Background: an optimization exercise with open tools, aiming at small area, a short achievable clock period and few clock cycles. Do not read the settings as production practice. Function was checked by simulation only, so behaviour that the tests miss may differ from the original. Power is estimated from default activity; no workload was simulated.

==> 10-24: inputs <==
==> flow/design.v <==
module ks_add32(
input wire [31:0] i_a,
input wire [31:0] i_b,
input wire i_cin,
output wire [32:0] o_sum
);
wire [31:0] p0 = i_a ^ i_b;
wire [31:0] g0 = i_a & i_b;
wire [31:0] g [0:5];
wire [31:0] p [0:5];
assign g[0] = {g0[31:1], g0[0] | (p0[0] & i_cin)};
assign p[0] = p0;
genvar l, i;
generate
for (l = 0; l < 5; l = l + 1) begin : lvl
    for (i = 0; i < 32; i = i + 1) begin : b
        if (i >= (1 << l)) begin : comb
            assign g[l+1][i] = g[l][i] | (p[l][i] & g[l][i - (1 << l)]);
            assign p[l+1][i] = p[l][i] & p[l][i - (1 << l)];
        end else begin : pass
            assign g[l+1][i] = g[l][i];
            assign p[l+1][i] = p[l][i];
        end
    end
end
endgenerate
assign o_sum = {g[5][31], p0 ^ {g[5][30:0], i_cin}};
endmodule
`timescale 1ns / 1ps
module s_core(
input wire clk ,
input wire rst_n,
output wire[31:0] o_imem_addr,
input wire[31:0] i_imem_data,
output wire[31:0] o_dmem_addr,
output wire[3:0] o_dmem_we,
output wire[31:0] o_dmem_wdata,
input wire[31:0] i_dmem_rdata
);
reg [31:2] pc;           
reg [31:0] ir;           
reg        vx;           
assign o_imem_addr = {pc, 2'b00};
wire [4:0] opc = ir[6:2];
wire [4:0] rd  = ir[11:7];
wire [4:0] rs1 = ir[19:15];
wire [4:0] rs2 = ir[24:20];
wire [2:0] f3  = ir[14:12];
wire is_lui   = opc == 5'b01101;
wire is_auipc = opc == 5'b00101;
wire is_jal   = opc == 5'b11011;
wire is_jalr  = opc == 5'b11001;
wire is_br    = opc == 5'b11000;
wire is_ld    = opc == 5'b00000;
wire is_st    = opc == 5'b01000;
wire is_opi   = opc == 5'b00100;
wire is_op    = opc == 5'b01100;
wire rs1_used = !(is_lui || is_auipc || is_jal);
wire rs2_used = is_op || is_st || is_br;
wire wr_rd    = !(is_st || is_br) && rd != 5'd0;
wire [31:0] imm_i = {{20{ir[31]}}, ir[31:20]};
wire [31:0] imm_s = {{20{ir[31]}}, ir[31:25], ir[11:7]};
wire [31:0] imm_b = {{20{ir[31]}}, ir[7], ir[30:25], ir[11:8], 1'b0};
wire [31:0] imm_u = {ir[31:12], 12'b0};
wire [31:0] imm_j = {{12{ir[31]}}, ir[19:12], ir[20], ir[30:21], 1'b0};
reg [31:0] rf [1:31];
reg [31:1] sel1, sel2;
reg [31:0] rf1, rf2;
integer j;
always @(*) begin
    rf1 = 32'b0;
    rf2 = 32'b0;
    for (j = 1; j < 32; j = j + 1) begin
        rf1 = rf1 | ({32{sel1[j]}} & rf[j]);
        rf2 = rf2 | ({32{sel2[j]}} & rf[j]);
    end
end
reg       m_ldv;         
reg [4:0] m_rd;
reg [2:0] m_f3;
reg [1:0] m_off;
reg       w_ldv;         
reg [4:0] w_rd;
reg [2:0] w_f3;
reg [1:0] w_off;
reg        lb_v;         
reg [4:0]  lb_rd;
reg [2:0]  lb_f3;
reg [1:0]  lb_off;
reg [31:0] lb_raw;
reg [31:0] lb_val;
reg [31:0] lb_sh;
always @(*) begin
    lb_sh = lb_raw >> {lb_off, 3'b000};
    case (lb_f3[1:0])
        2'b00:   lb_val = {{24{~lb_f3[2] & lb_sh[7]}}, lb_sh[7:0]};
        2'b01:   lb_val = {{16{~lb_f3[2] & lb_sh[15]}}, lb_sh[15:0]};
        default: lb_val = lb_raw;
    endcase
end
wire fw1 = lb_v && lb_rd == rs1;
wire fw2 = lb_v && lb_rd == rs2;
wire [31:0] a = fw1 ? lb_val : rf1;
wire [31:0] b = fw2 ? lb_val : rf2;
wire hz1 = rs1_used && ((m_ldv && m_rd == rs1) || (w_ldv && w_rd == rs1));
wire hz2 = rs2_used && ((m_ldv && m_rd == rs2) || (w_ldv && w_rd == rs2));
wire drain = lb_v && w_ldv;              
wire stall = vx && (hz1 || hz2 || (drain && wr_rd));
wire go    = vx && !stall;               
wire x_we  = go && wr_rd;
wire lb_we = lb_v && !x_we;
wire use_imm = !(is_op || is_br);
wire [31:0] opb = !use_imm ? b : (is_st ? imm_s : imm_i);
wire sub = is_br || ((is_op || is_opi) && (f3 == 3'b010 || f3 == 3'b011)) || (is_op && f3 == 3'b000 && ir[30]);
wire [32:0] sum;
ks_add32 u_add(.i_a(a), .i_b(sub ? ~opb : opb), .i_cin(sub), .o_sum(sum));
wire ltu = ~sum[32];
wire lts = (a[31] ^ opb[31]) ? a[31] : sum[31];
wire eq  = a == b;
wire [4:0] shamt = opb[4:0];
wire shl = ~f3[2];
reg [31:0] a_rev, sh_rev;
wire [31:0] sh_out;
integer k;
always @(*) for (k = 0; k < 32; k = k + 1) begin a_rev[k] = a[31-k]; sh_rev[k] = sh_out[31-k]; end
wire [31:0] sh_in = shl ? a_rev : a;
wire [32:0] sh_ext = {ir[30] & ~shl & a[31], sh_in};
wire [32:0] sh_full = $signed(sh_ext) >>> shamt;
assign sh_out = sh_full[31:0];
wire [31:0] shres = shl ? sh_rev : sh_out;
reg [31:0] alu;
always @(*) begin
    case (f3)
        3'b000: alu = sum[31:0];
        3'b001: alu = shres;
        3'b010: alu = {31'b0, lts};
        3'b011: alu = {31'b0, ltu};
        3'b100: alu = a ^ opb;
        3'b101: alu = shres;
        3'b110: alu = a | opb;
        default: alu = a & opb;
    endcase
end
wire [31:0] immx  = is_br ? imm_b : is_jal ? imm_j : imm_u;
wire [31:0] pcimm = {pc, 2'b00} + (immx - 32'd4);
wire [31:0] res = is_lui ? imm_u :
                  is_auipc ? pcimm :
                  (is_jal || is_jalr) ? {pc, 2'b00} :
                  alu;
reg bcond;
always @(*) begin
    case (f3)
        3'b000: bcond = eq;
        3'b001: bcond = !eq;
        3'b100: bcond = lts;
        3'b101: bcond = !lts;
        3'b110: bcond = ltu;
        default: bcond = !ltu;
    endcase
end
wire taken = go && (is_jal || is_jalr || (is_br && bcond));
wire [31:2] target = is_jalr ? sum[31:2] : pcimm[31:2];
wire [4:0]  wa = x_we ? rd : lb_rd;
wire [31:0] wd = x_we ? res : lb_val;
always @(posedge clk) begin
    if (x_we || lb_we)
        rf[wa] <= wd;
end
always @(posedge clk) begin
    if (!rst_n) begin
        pc <= 30'd0;
        vx <= 1'b0;
    end else if (taken) begin
        pc <= target;
        vx <= 1'b0;
    end else if (!stall) begin
        pc <= pc + 30'd1;
        vx <= 1'b1;
    end
end
integer q;
always @(posedge clk) begin
    if (!stall) begin
        ir  <= i_imem_data;
        for (q = 1; q < 32; q = q + 1) begin
            sel1[q] <= i_imem_data[19:15] == q;
            sel2[q] <= i_imem_data[24:20] == q;
        end
    end
end
reg [29:0] m_addr;
reg [3:0]  m_we;
reg [31:0] m_wdata;
assign o_dmem_addr  = {2'b00, m_addr};
assign o_dmem_we    = m_we;
assign o_dmem_wdata = m_wdata;
always @(posedge clk) begin
    m_addr  <= sum[31:2];
    m_wdata <= f3[1] ? b : f3[0] ? {2{b[15:0]}} : {4{b[7:0]}};
    m_f3    <= f3;
    m_off   <= sum[1:0];
    m_rd    <= rd;
    w_rd    <= m_rd;
    w_f3    <= m_f3;
    w_off   <= m_off;
end
always @(posedge clk) begin
    if (!rst_n) begin
        m_we  <= 4'b0;
        m_ldv <= 1'b0;
        w_ldv <= 1'b0;
        lb_v  <= 1'b0;
    end else begin
        m_we  <= (go && is_st) ? (f3[1] ? 4'b1111 :
                                  f3[0] ? (sum[1] ? 4'b1100 : 4'b0011) :
                                  (4'b0001 << sum[1:0])) : 4'b0000;
        m_ldv <= go && is_ld && rd != 5'd0;
        w_ldv <= m_ldv && !(x_we && rd == m_rd);
        if (w_ldv && !(x_we && rd == w_rd))
            lb_v <= 1'b1;
        else if (lb_we || (x_we && rd == lb_rd))
            lb_v <= 1'b0;
    end
end
always @(posedge clk) begin
    if (w_ldv) begin
        lb_raw <= i_dmem_rdata;
        lb_rd  <= w_rd;
        lb_f3  <= w_f3;
        lb_off <= w_off;
    end
end
endmodule
==> flow/flow/run.sh <==
#!/bin/bash
# Standard ORFS layout (the standard.sh, unchanged synthesis), with the
# repair_timing steps asked for extra setup margin so the resizer works on the
# critical paths instead of stopping at the (loose) clock constraint, and the
# port buffers made plain buffers instead of the delay cell buffer_ports picks.
# The SDC is the standard flow's own, unchanged.
set -euo pipefail
cd "$(dirname "$0")/.."
MARGIN=$(cat flow/margin.txt)
bash standard.sh SETUP_SLACK_MARGIN=$MARGIN TNS_END_PERCENT=$(cat flow/tns.txt) \
  "BUFFER_PORTS_ARGS=-buffer_cell sky130_fd_sc_hd__buf_2" finish > flow_make.log 2>&1
==> flow/flow/margin.txt <==
21
==> flow/flow/tns.txt <==
10
==> flow/standard.sh <==
#!/bin/bash
# synth_recipe.tcl (not shown) runs the flow's synth.tcl, then flattens the netlist and writes it again
# the make line also repeats each setting of config.mk as NAME=value (left out here)
make -C /OpenROAD-flow-scripts/flow DESIGN_CONFIG=/design/flow/config.mk WORK_HOME=/design/flow/orfs CLKGATE_MAP_FILE= SYNTH_SCRIPT=/design/flow/synth_recipe.tcl "${@:-finish}"
==> flow/config.mk <==
export PLATFORM = sky130hd
export DESIGN_NAME = s_core
export DESIGN_NICKNAME = s_core
export VERILOG_FILES = /design/flow/design.v
export SDC_FILE = /design/flow/constraint.sdc
export NUM_CORES = 4
export LEC_CHECK = 0
export CAP_MARGIN = 20
export CORE_MARGIN = 2
export CORE_UTILIZATION = 40
export CTS_CLUSTER_DIAMETER = 60
export CTS_CLUSTER_SIZE = 30
export PLACE_DENSITY = 0.6
export SLEW_MARGIN = 20
==> flow/constraint.sdc <==
create_clock -name core_clock -period 28.0 [get_ports {clk}]
set_input_delay 5.6000 -clock core_clock [delete_from_list [all_inputs] [get_ports {clk}]]
set_output_delay 5.6000 -clock core_clock [all_outputs]
set_load 0.01 [all_outputs]
==> 01-03 (differences from 10-24) <==
--- a/flow/design.v
+++ b/flow/design.v
@@ -85,17 +85,15 @@
 reg [1:0] w_off;
 reg        lb_v;         
 reg [4:0]  lb_rd;
-reg [2:0]  lb_f3;
-reg [1:0]  lb_off;
-reg [31:0] lb_raw;
 reg [31:0] lb_val;
-reg [31:0] lb_sh;
-always @(*) begin
-    lb_sh = lb_raw >> {lb_off, 3'b000};
-    case (lb_f3[1:0])
-        2'b00:   lb_val = {{24{~lb_f3[2] & lb_sh[7]}}, lb_sh[7:0]};
-        2'b01:   lb_val = {{16{~lb_f3[2] & lb_sh[15]}}, lb_sh[15:0]};
-        default: lb_val = lb_raw;
+reg [31:0] w_val;
+reg [31:0] w_sh;
+always @(*) begin
+    w_sh = i_dmem_rdata >> {w_off, 3'b000};
+    case (w_f3[1:0])
+        2'b00:   w_val = {{24{~w_f3[2] & w_sh[7]}}, w_sh[7:0]};
+        2'b01:   w_val = {{16{~w_f3[2] & w_sh[15]}}, w_sh[15:0]};
+        default: w_val = i_dmem_rdata;
     endcase
 end
 wire fw1 = lb_v && lb_rd == rs1;
@@ -224,10 +222,8 @@
 end
 always @(posedge clk) begin
     if (w_ldv) begin
-        lb_raw <= i_dmem_rdata;
+        lb_val <= w_val;
         lb_rd  <= w_rd;
-        lb_f3  <= w_f3;
-        lb_off <= w_off;
     end
 end
 endmodule
==> flow/flow/margin.txt (replaced) <==
21.2
==> 04-11 (differences from 10-24) <==
--- a/flow/design.v
+++ b/flow/design.v
@@ -85,21 +85,18 @@
 reg [1:0] w_off;
 reg        lb_v;         
 reg [4:0]  lb_rd;
-reg [2:0]  lb_f3;
-reg [1:0]  lb_off;
-reg [31:0] lb_raw;
 reg [31:0] lb_val;
-reg [31:0] lb_sh;
-always @(*) begin
-    lb_sh = lb_raw >> {lb_off, 3'b000};
-    case (lb_f3[1:0])
-        2'b00:   lb_val = {{24{~lb_f3[2] & lb_sh[7]}}, lb_sh[7:0]};
-        2'b01:   lb_val = {{16{~lb_f3[2] & lb_sh[15]}}, lb_sh[15:0]};
-        default: lb_val = lb_raw;
+reg [31:0] w_val;
+reg [31:0] w_sh;
+always @(*) begin
+    w_sh = i_dmem_rdata >> {w_off, 3'b000};
+    case (w_f3[1:0])
+        2'b00:   w_val = {{24{~w_f3[2] & w_sh[7]}}, w_sh[7:0]};
+        2'b01:   w_val = {{16{~w_f3[2] & w_sh[15]}}, w_sh[15:0]};
+        default: w_val = i_dmem_rdata;
     endcase
 end
-wire fw1 = lb_v && lb_rd == rs1;
-wire fw2 = lb_v && lb_rd == rs2;
+reg fw1, fw2;
 wire [31:0] a = fw1 ? lb_val : rf1;
 wire [31:0] b = fw2 ? lb_val : rf2;
 wire hz1 = rs1_used && ((m_ldv && m_rd == rs1) || (w_ldv && w_rd == rs1));
@@ -209,25 +206,28 @@
         m_we  <= 4'b0;
         m_ldv <= 1'b0;
         w_ldv <= 1'b0;
-        lb_v  <= 1'b0;
     end else begin
         m_we  <= (go && is_st) ? (f3[1] ? 4'b1111 :
                                   f3[0] ? (sum[1] ? 4'b1100 : 4'b0011) :
                                   (4'b0001 << sum[1:0])) : 4'b0000;
         m_ldv <= go && is_ld && rd != 5'd0;
         w_ldv <= m_ldv && !(x_we && rd == m_rd);
-        if (w_ldv && !(x_we && rd == w_rd))
-            lb_v <= 1'b1;
-        else if (lb_we || (x_we && rd == lb_rd))
-            lb_v <= 1'b0;
-    end
+    end
+end
+wire       lb_v_n  = rst_n && ((w_ldv && !(x_we && rd == w_rd)) ||
+                               (lb_v && !lb_we && !(x_we && rd == lb_rd)));
+wire [4:0] lb_rd_n = w_ldv ? w_rd : lb_rd;
+wire [4:0] rs1_n   = stall ? rs1 : i_imem_data[19:15];
+wire [4:0] rs2_n   = stall ? rs2 : i_imem_data[24:20];
+always @(posedge clk) begin
+    lb_v <= lb_v_n;
+    fw1  <= lb_v_n && lb_rd_n == rs1_n;
+    fw2  <= lb_v_n && lb_rd_n == rs2_n;
 end
 always @(posedge clk) begin
     if (w_ldv) begin
-        lb_raw <= i_dmem_rdata;
+        lb_val <= w_val;
         lb_rd  <= w_rd;
-        lb_f3  <= w_f3;
-        lb_off <= w_off;
     end
 end
 endmodule
==> flow/flow/run.sh (replaced) <==
#!/bin/bash
# Standard ORFS layout (the standard.sh, unchanged synthesis), with the
# repair_timing steps asked for extra setup margin so the resizer works on the
# critical paths instead of stopping at the (loose) clock constraint, the port
# buffers made plain buffers instead of the delay cell buffer_ports picks, and
# no gate cloning (clones overloaded their drivers once antenna diodes were
# added). The SDC is the standard flow's own, unchanged. ORFS writes each step's log under
# orfs/logs; make's own output goes to flow_make.log.
set -euo pipefail
cd "$(dirname "$0")/.."
MARGIN=$(cat flow/margin.txt)
bash standard.sh SETUP_SLACK_MARGIN=$MARGIN TNS_END_PERCENT=$(cat flow/tns.txt) SKIP_GATE_CLONING=1 \
  "BUFFER_PORTS_ARGS=-buffer_cell sky130_fd_sc_hd__buf_2" finish > flow_make.log 2>&1
==> flow/flow/margin.txt (replaced) <==
21.2
Settings changed: CTS_CLUSTER_DIAMETER 60 to 80, CTS_CLUSTER_SIZE 30 to 20.
==> run notes <==
quantity	10-24	01-03	04-11
Result of the run	complete, no violations	failed layout checks	complete, no violations
Reasons for failing layout checks	-	capacitance limit, slew limit	-
Number of vias per cell	7.60	7.58	7.68
End of the worst hold path	w_off[0]$_DFF_P_	w_f3[1]$_DFF_P_	w_f3[0]$_DFF_P_
Compound-cell area share of the yosys netlist	22.4%	19.9%	22.0%
Clk pwr	0.00155 W	0.00153 W	0.00125 W
Number of nets in the layout	5,728	5,728	5,562
CP Launch Type	input port	flop	flop
Cell depth of the worst flop-to-flop path	23	21	16
Switching Power	0.00155 W	0.00155 W	0.00142 W
Clock buffers created by TritonCTS	96	95	80
Sequential cell fraction of total power	45.6%	45.6%	49.0%
Sequential cell count	1,246	1,241	1,243
DIE WIDTH	402 µm	397 µm	399 µm
Source-to-sink clock delay at the later pin of the worst-skew pair	0.81 ns	0.79 ns	0.76 ns
Initial core utilization	40.1%	40.2%	40.4%
Number of buffers added for setup after CTS	41	22	16
P_leak	25.3 nW	24.6 nW	24.3 nW
Testbench counts of 10-24, summed over its fixed seeds: cycles 88,639.
Testbench counts of 01-03, summed over its fixed seeds: cycles 88,639.
Testbench counts of 04-11, summed over its fixed seeds: cycles 88,639.

-- re-timing with driven ports --
How much do the figures lean on ideal ports? The routed layouts below were timed once more, with nothing changed but the port constraints.
Step 1 sets driving cells, clkbuf_16 on the clock port and buf_2 on the other inputs (assumed; they add their load-dependent delay and slew).
Step 2 adds t to the input delays and takes it off the output delays; t is the mean of the earliest and latest rising clock arrival at the registers after step 1. Input paths then give back, and output paths get back, about the clock's delay inside the block.
Three values: ideal ports, drivers, drivers and shift; two values: the first two.
run | t, ns | setup WS [ns] | hold WS [ns] | worst setup path after step 2 | cell pins on the clock port's net
10-24 | 0.844 | 20.766 / 20.690 / 19.969 | 0.332 / 0.332 / 0.332 | input to register | 1
01-03 | 0.847 | 20.881 / 20.881 / 20.290 | 0.331 / 0.331 / 0.331 | input to register | 1
04-11 | 0.816 | 20.868 / 20.868 / 20.295 | 0.346 / 0.346 / 0.346 | input to register | 1
The setup slack of 10-24, which loses most, moves by -0.076 ns with the drivers and by -0.797 ns with both steps.
